This is an optimization exercise on Yosys and OpenROAD, whose aim is small area, not a production implementation. The RTL was checked by simulation tests, not by an equivalence proof against the original design.

Setup of alpha:
## conv_pe_sr
module conv_pe_sr#(parameter WIDTH = 9, parameter DW = 2 * WIDTH + 3)
(
    input clk,
    input rst_n,
    input [WIDTH-1:0] data_in,
    input data_valid,
    input [WIDTH-1:0] weight_in,
    input weight_valid,
    output [DW-1:0] data_out,
    output out_valid
);
Size: about 1900 cells after synthesis, roughly 750 flip-flops, ~44 I/O pins.
Settings: LEC_CHECK=0, CAP_MARGIN=20, CORE_MARGIN=2, CORE_UTILIZATION=70, SLEW_MARGIN=20, SYNTH_HIERARCHICAL=1, SYNTH_MINIMUM_KEEP_SIZE=0; clock period 10.0 ns.
standard.sh (not shown) runs the stock make flow with config.mk's settings and CLKGATE_MAP_FILE= SYNTH_SCRIPT=/design/flow/synth_recipe.tcl, a recipe that flattens the netlist after the stock synthesis.
==> flow/flow/run.sh <==
#!/bin/bash
# Layout: the standard flow (standard.sh, its synthesis unchanged), with
# plain buf_1 cells as the port buffers and clock tree synthesis given its own
# buffer (clkbuf_8), sink clustering and no dummy loads. The tools' logs are
# in orfs/logs/; standard.sh's own output goes to standard.log here.
set -euo pipefail
CTS="-sink_clustering_enable -repair_clock_nets -dont_use_dummy_load -buf_list sky130_fd_sc_hd__clkbuf_8 -sink_clustering_size 16 -sink_clustering_max_diameter 60"
bash standard.sh "BUFFER_PORTS_ARGS=-buffer_cell sky130_fd_sc_hd__buf_1" "CTS_ARGS=$CTS" finish > standard.log 2>&1
alpha finished all stages; the layout is clean.
Input changes introduced in beta (baseline for comparison: alpha):
diff --git a/flow/design.v b/flow/design.v
--- a/flow/design.v
+++ b/flow/design.v
@@ -1003,25 +1003,29 @@
 wire s1398, c1399; g_xn2 us1398 (.a(c1397), .b(s898), .y(s1398)); assign c1399 = c1397 & ~s898;
 wire s1400, c1401; fa us1400 (.a(~c899), .b(s980), .ci(c1399), .s(s1400), .co(c1401));
 wire s1402, c1403; g_xn2 us1402 (.a(c1401), .b(s1060), .y(s1402)); assign c1403 = c1401 & ~s1060;
 wire s1404, c1405; g_xn2 us1404 (.a(c1403), .b(s1134), .y(s1404)); assign c1405 = c1403 & ~s1134;
 wire s1406, c1407; fa us1406 (.a(c1135), .b(s1198), .ci(~c1405), .s(s1406), .co(c1407));
 wire s1408, c1409; fa us1408 (.a(~s1250), .b(s1252), .ci(c1407), .s(s1408), .co(c1409));
 wire s1410, c1411; fa us1410 (.a(c1253), .b(s1296), .ci(c1409), .s(s1410), .co(c1411));
 reg [14:0] res_lo;
-reg [8:0] res_hi;
+reg [5:0] res_a;
+reg [5:0] res_b;
 reg res_c;
 always @(posedge clk)
 begin
-    res_lo <= {s1410, s1408, s1406, s1404, s1402, s1400, s1398, s1396, s1394, s1392, s1390, s1388, s1386, s1384, s552};
-    res_hi <= {c1383, c1381, s1382, s1378, s1370, s1354, c1331, s1330, c1297};
-    res_c <= c1411;
+    res_lo <= {~s1410, ~s1408, ~s1406, s1404, s1402, s1400, s1398, s1396, s1394, s1392, s1390, s1388, ~s1386, s1384, ~s552};
+    res_a <= {c1381, s1382, ~s1378, s1370, c1331, ~c1297};
+    res_b <= {c1383, 1'b0, 1'b0, 1'b0, s1354, s1330};
+    res_c <= ~c1411;
 end
 assign out_valid = ov;
-wire s1412, c1413; fa us1412 (.a(~res_hi[0]), .b(res_hi[1]), .ci(~res_c), .s(s1412), .co(c1413));
-wire s1414, c1415; fa us1414 (.a(res_hi[2]), .b(res_hi[3]), .ci(c1413), .s(s1414), .co(c1415));
-wire s1416, c1417; ha us1416 (.a(res_hi[4]), .b(c1415), .s(s1416), .co(c1417));
-wire s1418, c1419; g_xn2 us1418 (.a(c1417), .b(res_hi[5]), .y(s1418)); assign c1419 = c1417 & ~res_hi[5];
-wire s1420, c1421; ha us1420 (.a(res_hi[6]), .b(c1419), .s(s1420), .co(c1421));
-wire s1422, c1423; fa us1422 (.a(res_hi[7]), .b(res_hi[8]), .ci(c1421), .s(s1422), .co(c1423));
-assign data_out = {s1422, s1420, s1418, s1416, s1414, s1412, ~res_lo[14], ~res_lo[13], ~res_lo[12], res_lo[11], res_lo[10], res_lo[9], res_lo[8], res_lo[7], res_lo[6], res_lo[5], res_lo[4], res_lo[3], ~res_lo[2], res_lo[1], ~res_lo[0]};
+wire [6:0] hi_c;
+assign hi_c[0] = res_c;
+fa uh0 (.a(res_a[0]), .b(res_b[0]), .ci(hi_c[0]), .s(data_out[15]), .co(hi_c[1]));
+fa uh1 (.a(res_a[1]), .b(res_b[1]), .ci(hi_c[1]), .s(data_out[16]), .co(hi_c[2]));
+fa uh2 (.a(res_a[2]), .b(res_b[2]), .ci(hi_c[2]), .s(data_out[17]), .co(hi_c[3]));
+fa uh3 (.a(res_a[3]), .b(res_b[3]), .ci(hi_c[3]), .s(data_out[18]), .co(hi_c[4]));
+fa uh4 (.a(res_a[4]), .b(res_b[4]), .ci(hi_c[4]), .s(data_out[19]), .co(hi_c[5]));
+fa uh5 (.a(res_a[5]), .b(res_b[5]), .ci(hi_c[5]), .s(data_out[20]), .co(hi_c[6]));
+assign data_out[14:0] = res_lo;
 endmodule
Notes after the runs:
Diff alpha -> beta: cell area essentially unchanged; total area of multi-input combinational cells essentially unchanged.
Number of iterations in the first detailed-routing pass: beta higher than alpha
alpha and beta ended up with roughly the same placeable core area.

re-timing with driven ports:
No port has a modelled driver above. Below, the same layouts with a new extraction and two added sets of constraints.
Step 1 assumes that a clkbuf_16 drives the clock port and a buf_2 every other input.
Step 2 times the ports against the registers' clock, not the clock port: input delays grow and output delays shrink by t, the midpoint of the rising clock arrivals with the driver on.
Slacks: ideal / step 1 / step 2; pairs: ideal / step 1.
| run | t (ns) | slack for setup (ns) | worst setup path after step 2 |
|---|---|---|---|
| alpha | 0.733 | 0.646 / 0.646 / 0.646 | register to register |
| beta | 0.724 | 0.508 / 0.508 / 0.508 | register to register |
After both steps setup and hold are still met in every run listed.
